Background: an optimization exercise with open tools, aiming at small area, a short achievable clock period and few clock cycles per item. Do not read the settings as production practice. Function was checked by simulation only, so behaviour that the tests miss may differ from the original. Power is estimated from default activity; no workload was simulated.

==> design.v <==
module PE #(
    parameter DATA_WIDTH = 16,
    parameter OUT_WIDTH = 16
)(
    input  wire                  clk,
    input  wire                  aresetn,
    input  wire                  load,        
    input  wire [DATA_WIDTH-1:0] matrix_in,   
    input  wire [DATA_WIDTH-1:0] top_in, 
    input  wire [OUT_WIDTH-1:0]  left_in,
    output reg  [DATA_WIDTH-1:0] down_out,  
    output reg  [OUT_WIDTH-1:0]  partial_out  
);
    reg [DATA_WIDTH-1:0] matrix_val;
    always @(posedge clk or negedge aresetn) begin
        if (!aresetn) begin
            partial_out <= 0;
            down_out    <= 0;
        end
        else begin
          partial_out <= left_in + (matrix_val * top_in);
          down_out    <= top_in;   
        end
    end
    always @(posedge clk or negedge aresetn) begin
        if (!aresetn) begin
            matrix_val  <= 0;
        end
        else begin
            if (load)
                matrix_val <= matrix_in;
        end
    end
endmodule
module SystolicArray #(
    parameter DATA_WIDTH = 16,
    parameter OUT_WIDTH  = 16
)(
    input  wire                  clk,
    input  wire                  aresetn,
    input  wire                  load_matrix,
    input  wire [DATA_WIDTH-1:0] a00, a01, a02, a03,
    input  wire [DATA_WIDTH-1:0] a10, a11, a12, a13,
    input  wire [DATA_WIDTH-1:0] a20, a21, a22, a23,
    input  wire [DATA_WIDTH-1:0] vec_in0,   
    input  wire [DATA_WIDTH-1:0] vec_in1,   
    input  wire [DATA_WIDTH-1:0] vec_in2,   
    input  wire [DATA_WIDTH-1:0] vec_in3,   
    output wire [OUT_WIDTH-1:0]  result0, result1, result2
);
    wire [DATA_WIDTH-1:0] mat_val [0:2][0:3];
    assign mat_val[0][0]=a00; assign mat_val[0][1]=a01; assign mat_val[0][2]=a02; assign mat_val[0][3]=a03;
    assign mat_val[1][0]=a10; assign mat_val[1][1]=a11; assign mat_val[1][2]=a12; assign mat_val[1][3]=a13;
    assign mat_val[2][0]=a20; assign mat_val[2][1]=a21; assign mat_val[2][2]=a22; assign mat_val[2][3]=a23;
    wire [OUT_WIDTH-1:0]  partial  [0:2][0:3];
    wire [DATA_WIDTH-1:0] down_val [0:2][0:3];
    wire [DATA_WIDTH-1:0] top_in_sig  [0:2][0:3];
    wire [OUT_WIDTH-1:0]  left_in_sig [0:2][0:3];
    genvar i, j;
    generate
        assign top_in_sig[0][0] = vec_in0;
        assign top_in_sig[0][1] = vec_in1;
        assign top_in_sig[0][2] = vec_in2;
        assign top_in_sig[0][3] = vec_in3;
        for (i = 1; i < 3; i = i + 1) begin : DOWN_FEED
            for (j = 0; j < 4; j = j + 1) begin : DOWN_FEED_COL
                assign top_in_sig[i][j] = down_val[i-1][j];
            end
        end
        for (i = 0; i < 3; i = i + 1) begin : LEFT_BOUNDARY
            assign left_in_sig[i][0] = {OUT_WIDTH{1'b0}};
        end
        for (i = 0; i < 3; i = i + 1) begin : RIGHT_FEED_ROW
            for (j = 1; j < 4; j = j + 1) begin : RIGHT_FEED
                assign left_in_sig[i][j] = partial[i][j-1];
            end
        end
        for (i = 0; i < 3; i = i + 1) begin : ROW
            for (j = 0; j < 4; j = j + 1) begin : COL
                PE #(.DATA_WIDTH(DATA_WIDTH), .OUT_WIDTH(OUT_WIDTH)) pe_inst (
                    .clk        (clk),
                    .aresetn    (aresetn),
                    .load       (load_matrix),
                    .matrix_in  (mat_val[i][j]),
                    .top_in     (top_in_sig[i][j]),
                    .left_in    (left_in_sig[i][j]),
                    .down_out   (down_val[i][j]),
                    .partial_out(partial[i][j])
                );
            end
        end
    endgenerate
    assign result0 = partial[0][3];
    assign result1 = partial[1][3];
    assign result2 = partial[2][3];
endmodule
module SRT #(
    parameter DATA_WIDTH = 16,
    parameter OUT_WIDTH  = 16
)(
    input  wire                  aclk,
    input  wire                  aresetn,
    input  wire                  load_matrix,
    input  wire [DATA_WIDTH-1:0] a00, a01, a02, a03,
    input  wire [DATA_WIDTH-1:0] a10, a11, a12, a13,
    input  wire [DATA_WIDTH-1:0] a20, a21, a22, a23,
    input  wire [4*DATA_WIDTH-1:0] vector,
    output wire [OUT_WIDTH-1:0]  result0, result1, result2
);
    wire [DATA_WIDTH-1:0] vec_in0 = vector[DATA_WIDTH*1-1:DATA_WIDTH*0];
    wire [DATA_WIDTH-1:0] vec_in1 = vector[DATA_WIDTH*2-1:DATA_WIDTH*1];
    wire [DATA_WIDTH-1:0] vec_in2 = vector[DATA_WIDTH*3-1:DATA_WIDTH*2];
    wire [DATA_WIDTH-1:0] vec_in3 = vector[DATA_WIDTH*4-1:DATA_WIDTH*3];
    reg [DATA_WIDTH-1:0] in_01, in_02, in_03, in_12, in_13, in_23;
    reg [OUT_WIDTH-1:0] out_00, out_01, out_10;
    wire [OUT_WIDTH-1:0] temp0, temp1;
    always @(posedge aclk or negedge aresetn) begin
      if(!aresetn) begin
        in_01<=0; in_02<=0; in_03<=0; in_12<=0; in_13<=0; in_23<=0;
      end
      else begin
        in_01 <= vec_in1;
        in_12 <= vec_in2;
        in_02 <= in_12;
        in_23 <= vec_in3;
        in_13 <= in_23;
        in_03 <= in_13;
      end
    end
    always @(posedge aclk or negedge aresetn) begin
      if(!aresetn) begin
        out_00<=0; out_01<=0; out_10<=0;
      end
      else begin
        out_00 <= temp0;
        out_01 <= out_00; 
        out_10 <= temp1;
      end
    end
    assign result0 = out_01;
    assign result1 = out_10;
    SystolicArray #(.DATA_WIDTH(DATA_WIDTH), .OUT_WIDTH(OUT_WIDTH)) sa3x4 (
        .clk        (aclk),
        .aresetn      (aresetn),
        .load_matrix(load_matrix),
        .a00(a00), .a01(a01), .a02(a02), .a03(a03),
        .a10(a10), .a11(a11), .a12(a12), .a13(a13),
        .a20(a20), .a21(a21), .a22(a22), .a23(a23),
        .vec_in0(vec_in0), .vec_in1(in_01), .vec_in2(in_02), .vec_in3(in_03),
        .result0(temp0), .result1(temp1), .result2(result2)
    );
endmodule
module process #(
    parameter integer DATA_WIDTH = 16,
    parameter integer OUT_WIDTH  = 16,
    parameter integer LANES      = 4,
    parameter integer PIPE_LAT   = 6
)(
    input  wire                          aclk,
    input  wire                          aresetn,
    input  wire [LANES*DATA_WIDTH-1:0]   s_tdata,
    input  wire                          s_tvalid,
    output wire                          s_tready,
    input  wire                          s_tlast,
    output wire [LANES*OUT_WIDTH-1:0]    m_tdata,
    output wire                          m_tvalid,
    output wire                          m_tlast
);
    wire [DATA_WIDTH-1:0] lane0 = s_tdata[DATA_WIDTH*1-1:DATA_WIDTH*0];
    wire [DATA_WIDTH-1:0] lane1 = s_tdata[DATA_WIDTH*2-1:DATA_WIDTH*1];
    wire [DATA_WIDTH-1:0] lane2 = s_tdata[DATA_WIDTH*3-1:DATA_WIDTH*2];
    wire [DATA_WIDTH-1:0] lane3 = s_tdata[DATA_WIDTH*4-1:DATA_WIDTH*3];
    assign s_tready = 1'b1;
    wire   s_hand        = s_tvalid & s_tready;
    localparam [1:0] ST_IDLE   = 2'b00;
    localparam [1:0] ST_LOAD   = 2'b01;
    localparam [1:0] ST_STREAM = 2'b10;
    reg [1:0] state, next_state;
    reg [DATA_WIDTH-1:0] mat [0:11];
    reg [3:0]            mat_idx, next_mat_idx;
    reg                  ip_load_matrix;
    reg [PIPE_LAT-1:0] vld_sr;
    reg [PIPE_LAT-1:0] lst_sr;
    always @* begin
        next_state = state;
        case (state)
            ST_IDLE: begin
                if (s_hand) next_state = ST_LOAD;
            end
            ST_LOAD: begin
                if ((mat_idx == 4'd8) && s_hand)
                    next_state = ST_STREAM;
                else
                    next_state = ST_LOAD;
            end
            ST_STREAM: begin
                if (m_tlast)
                    next_state = ST_IDLE;
            end
            default: next_state = ST_IDLE;
        endcase
    end
    always @* begin
        next_mat_idx = mat_idx;
        if (next_state == ST_IDLE)
            next_mat_idx = 4'd0;
        else if (next_state == ST_LOAD && s_hand) begin
            if (mat_idx <= 4'd12)
                next_mat_idx = mat_idx + 4'd4;
        end
    end
    integer i;
    always @(posedge aclk or negedge aresetn) begin
        if (!aresetn) begin
            state     <= ST_IDLE;
            mat_idx   <= 4'd0;
            vld_sr    <= {PIPE_LAT{1'b0}};
            lst_sr    <= {PIPE_LAT{1'b0}};
        end else begin
            state   <= next_state;
            mat_idx <= next_mat_idx;
            if (state == ST_STREAM) begin
                vld_sr <= {vld_sr[PIPE_LAT-2:0], s_hand};
                lst_sr <= {lst_sr[PIPE_LAT-2:0], (s_hand & s_tlast)};
            end else begin
                vld_sr <= {PIPE_LAT{1'b0}};
                lst_sr <= {PIPE_LAT{1'b0}};
            end
        end
    end
    always @(negedge aclk or negedge aresetn) begin
        if (!aresetn)
            for (i=0; i<12; i=i+1) mat[i] <= {DATA_WIDTH{1'b0}};
        else begin
            if (ip_load_matrix) begin
                if (mat_idx <= 4'd8) begin
                    mat[mat_idx+0] <= lane0;
                    mat[mat_idx+1] <= lane1;
                    mat[mat_idx+2] <= lane2;
                    mat[mat_idx+3] <= lane3;
                end
            end
        end
    end
    wire [DATA_WIDTH-1:0]  a00,a01,a02,a03,
                           a10,a11,a12,a13,
                           a20,a21,a22,a23;
    assign a00 = mat[ 0]; assign a01 = mat[ 1]; assign a02 = mat[ 2]; assign a03 = mat[ 3];
    assign a10 = mat[ 4]; assign a11 = mat[ 5]; assign a12 = mat[ 6]; assign a13 = mat[ 7];
    assign a20 = mat[ 8]; assign a21 = mat[ 9]; assign a22 = mat[10]; assign a23 = mat[11];
    wire [LANES*DATA_WIDTH-1:0] ip_vector =
        (state == ST_STREAM) ? s_tdata : {LANES*DATA_WIDTH{1'b0}};
    always @(*) begin
      if (!aresetn)
        ip_load_matrix = 0;
      else begin
        if (state == ST_STREAM)
          ip_load_matrix = 0;
        else if (s_hand)
          ip_load_matrix = 1;
        else
          ip_load_matrix = 0;
      end    
    end
    wire [OUT_WIDTH-1:0] result0, result1, result2;
    SRT #(
        .DATA_WIDTH (DATA_WIDTH),
        .OUT_WIDTH  (OUT_WIDTH)
    ) srt (
        .aclk        (aclk),
        .aresetn     (aresetn),
        .load_matrix (ip_load_matrix),
        .a00(a00), .a01(a01), .a02(a02), .a03(a03),
        .a10(a10), .a11(a11), .a12(a12), .a13(a13),
        .a20(a20), .a21(a21), .a22(a22), .a23(a23),
        .vector      (ip_vector),
        .result0     (result0),
        .result1     (result1),
        .result2     (result2)
    );
    assign m_tdata  = {result2, result1, result0};
    assign m_tvalid = vld_sr[PIPE_LAT-1];
    assign m_tlast  = lst_sr[PIPE_LAT-1];
endmodule
module top #(
    parameter integer C_S00_AXIS_TDATA_WIDTH = 64,
    parameter integer C_M00_AXIS_TDATA_WIDTH = 64
)(
    input  wire                                 s00_axis_aclk,     
    input  wire                                 s00_axis_aresetn,  
    output wire                                 s00_axis_tready,
    input  wire [C_S00_AXIS_TDATA_WIDTH-1:0]    s00_axis_tdata,
    input  wire                                 s00_axis_tlast,
    input  wire                                 s00_axis_tvalid,
    output wire                                 m00_axis_tvalid,
    output wire [C_M00_AXIS_TDATA_WIDTH-1:0]    m00_axis_tdata,
    output wire                                 m00_axis_tlast
);
    wire aclk    = s00_axis_aclk;
    wire aresetn = s00_axis_aresetn;
    process proc (
        .aclk     (aclk),
        .aresetn  (aresetn),
        .s_tdata  (s00_axis_tdata),
        .s_tlast  (s00_axis_tlast),
        .s_tvalid (s00_axis_tvalid),
        .s_tready (s00_axis_tready),
        .m_tdata  (m00_axis_tdata),
        .m_tlast  (m00_axis_tlast),
        .m_tvalid (m00_axis_tvalid)
    );
endmodule
==> run.sh <==
#!/bin/bash
# synth_recipe.tcl (not shown) runs the flow's synth.tcl, then flattens the netlist and writes it again
# the make line also repeats each setting of config.mk as NAME=value (left out here)
make -C /OpenROAD-flow-scripts/flow DESIGN_CONFIG=/design/flow/config.mk WORK_HOME=/design/flow/orfs CLKGATE_MAP_FILE= SYNTH_SCRIPT=/design/flow/synth_recipe.tcl finish
==> config.mk <==
export PLATFORM = sky130hd
export DESIGN_NAME = top
export DESIGN_NICKNAME = top
export VERILOG_FILES = /design/flow/design.v
export SDC_FILE = /design/flow/constraint.sdc
export NUM_CORES = 4
export LEC_CHECK = 0
export CAP_MARGIN = 20
export CORE_MARGIN = 2
export CORE_UTILIZATION = 40
export SLEW_MARGIN = 20
==> constraint.sdc <==
create_clock -name core_clock -period 6.0 [get_ports {s00_axis_aclk}]
set_input_delay 1.2000 -clock core_clock [delete_from_list [all_inputs] [get_ports {s00_axis_aclk}]]
set_output_delay 1.2000 -clock core_clock [all_outputs]
set_load 0.01 [all_outputs]
==> reports/metrics.yaml <==
p_comb_share_pct: 34.8
worst_pin_slew_ns: 0.971
net-switching-power_mw: 10.2
critPathLaunch: "s00_axis_tdata[6]"
powerDensity_nw_per_um2: 288
yosys_warnings: 5
root_buffer: "clkbuf_16"
grt_pass1_wl_um: 330000
antenna_found_initial: 7
io_buffers: 117
grt_use_total_pct: 21.5
worstPathRequired_ns: 6.60
cts_tree: "built"
dieArea_um2: 200000
critPathKind: "input pin to flip-flop"
place_congestion: 0.915
hold_buffers: 0
skew_ns: 0.0889
clk_pin_slew_ns: 0.06
finalHoldViolations: 0
wire_per_inst_um: 19.2
insertion_delay_ns: 0.75
end_kind: "flip-flop"
htreeDepth: 3
place_hpwl_um: 168000
slew_violations: 0
vias_per_cell: 4.84
multi_input_area_um2: 49600
status: "finished clean"
overflow: 0
worstHoldStart: "proc.srt.in_12[8]"
area_delta_synth_final_pct: 11.2
fin_nets: 9889
crit_path_start_kind: "input pin"
grt_max_degree: 145
yosys_register_bits: 864
min_period_over_period_pct: 96.3
num_rows: 162
final_cell_mix: "1698 x inv_1, 1167 x nand2_1, 1086 x fa_1"
ys.flop_type: "dfrtp_1"
ant_nets: 0
wirelength_um: 208000
remaining_drc_errors: 0
crit_path_max_fanout: 5
core_area_um2: 195000
vias: 52400
regArea_um2: 21600
final.setup.tns_ns: 0
dieHeight_um: 448
setup_violations: 0
cts_buffers: 96
slew_headroom_pct: 35.3
timing.fmax_mhz: 173
cts.sinks: 864
start_util_pct: 40.3
p_leak_nw: 43.2
drt-initial-drc-count: 3220
dr.pass1.iters: 7
drv_cap: 0
r2r-start: "proc.state[0]"
synth_edf_count: 0
internal_power_mw: 15.0
yosysTopAreaCell: "fa_1"
async_flop_share_pct: 100
rsz0062_at_grt: "false"
ys_types: 58
pre_cts_ws_ns: -0.620
synth_top_area_share_pct: 27.6
clock_power_share_pct: 24.4
min_delay_path_depth: 0
hold_class: "flip-flop to flip-flop"
fill_cells: 18700
netlist_area_um2: 78800
synthTopCellsByArea: "fa_1 28%, dfrtp_1 21%, ha_1 9.9%, inv_1 8.1%, dfrtn_1 6.1%"
ioPinCount: 135
avgSynthCellArea_um2: 9.91
peakVddDrop_v: 0.000263
layout-drive-gt1-share_pct: 7.95
seq_power_share_pct: 40.8
worstPathArrival_ns: 6.38
final_common_cell: "inv_1"
r2r_cells: 20
first_global_vias: 56600
finalCriticalPeriod_ns: 5.78
cts_buffer_depth: 3
syn_inst: 7950
ys_seq_area_share_pct: 27.4
die_x_um: 448
p_sw_share_pct: 40.6
timing.final.ws_setup_ns: 0.223
layer usage:
metal / GRT usage (%) / vias up / part of all wire, %
met5: 0 / - / 0.012
met3: 3.33 / 355 / 4.8
met1: 27.3 / 26800 / 42
met4: 7.71 / 4 / 4.2
met2: 37.0 / 1261 / 49
li1: - / 24000 / -
synth_stat cells (all sizes together) (9+ instances only):
| master | n |
|---|---|
| inv | 1698 |
| nand2 | 1170 |
| fa | 1086 |
| dfrtp | 672 |
| and2 | 644 |
| ha | 621 |
| xnor2 | 391 |
| clkbuf | 262 |
| mux2 | 240 |
| a21oi | 226 |
| o21ai | 209 |
| dfrtn | 192 |
| xor2 | 77 |
| nor2 | 76 |
| and3 | 65 |
| nor2b | 65 |
| buf | 63 |
| o21a | 32 |
| nor3 | 31 |
| a21o | 19 |
| nand2b | 17 |
| o21bai | 16 |
| a21boi | 15 |
| a31o | 10 |
| o31ai | 9 |
final cells by class:
cell class	count	share of cell area, %
well taps	2624	3.75
clock inverters	43	0.626
flip-flops and latches	864	24.7
repair buffers	374	3.87
diodes	4	0.0114
multi-input cells	5080	56.6
inverters	1698	7.28
clock buffers	139	3.18
power groups by stage:
stage	Clock, mW	Sequential [mW]	Combinational, mW
6_report	6.16	10.3	8.78
5_1_grt	6.53	10.5	9.97
4_1_cts	6.30	10.2	8.86
3_5_place_dp	0	10.3	8.81
3_3_place_gp	0	10.3	8.63
2_1_floorplan	0	8.62	6.23
cell families after synthesis:
kind of cell	Yosys count	synth area share [%]
multiplexers	241	3.44
AO/OA/AOI/OAI	565	4.13
XOR/XNOR	468	5.20
AND/OR/NAND/NOR	2080	12.5
buffers and inverters	2023	9.77
adder cells (fa/ha/maj)	1707	37.5
other	2	0.00953
flip-flops	864	27.4
per-stage QoR:
| stage | std cells | instance area (µm²) | utilization, % | hold slack, ns | power [mW] |
|---|---|---|---|---|---|
| 6_report | 10800 | 87600 | 44.8 | 0.325 | 25.2 |
| 5_1_grt | 10800 | 87600 | 44.8 | 0.340 | 27.0 |
| 4_1_cts | 10800 | 87500 | 44.8 | 0.317 | 25.4 |
| 3_5_place_dp | 10600 | 84200 | 43.1 | 0.335 | 19.1 |
| 3_3_place_gp | 10600 | 84200 | 43.1 | 0.332 | 18.9 |
| 2_1_floorplan | 7965 | 78900 | - | 0.331 | 14.8 |
worst paths after layout:
kind	end	slack, ns
min in group asynchronous	proc.srt.sa3x4.ROW[1].COL[2].pe_inst.down_out[9]	0.76
max in group asynchronous	proc.mat[0][12]	1.48
worst max register to register	flip-flop	0.31
worst max-delay path	flip-flop	0.22
worst min register to register	proc.srt.in_02[8]	0.32
worst min-delay path	proc.srt.in_02[8]	0.32
state kept, by name (all words and copies together) (netlist names), 128 cells and up:
| name | flops |
|---|---|
| proc.srt.sa3x4.ROW.COL.pe_inst.partial_out | 192 |
| proc.mat | 192 |
| proc.srt.sa3x4.ROW.COL.pe_inst.matrix_val | 192 |
| proc.srt.sa3x4.ROW.COL.pe_inst.down_out | 128 |
timing repair:
action / in CTS / in global routing
buffers inserted: 0 / 2
gates resized for setup: 0 / 6
setup endpoints to repair: 0 / 3
worst max-delay path, cell delays in order:
cell             delay [ns]
clkdlybuf4s50_1        0.52
buf_12                 0.17
and2_1                 0.25
nand2_1                0.10
fa_1                   0.37
inv_1                  0.09
fa_1                   0.42
ha_1                   0.20
fa_1                   0.49
inv_1                  0.06
fa_1                   0.49
fa_1                   0.49
inv_1                  0.04
ha_1                   0.28
o21ai_1                0.18
inv_1                  0.06
o31ai_1                0.08
nand2b_1               0.14
a31o_2                 0.28
o41a_1                 0.32
xnor2_1                0.13
Testbench counts, summed over its fixed seeds: cycles 9,480, items 7,752.
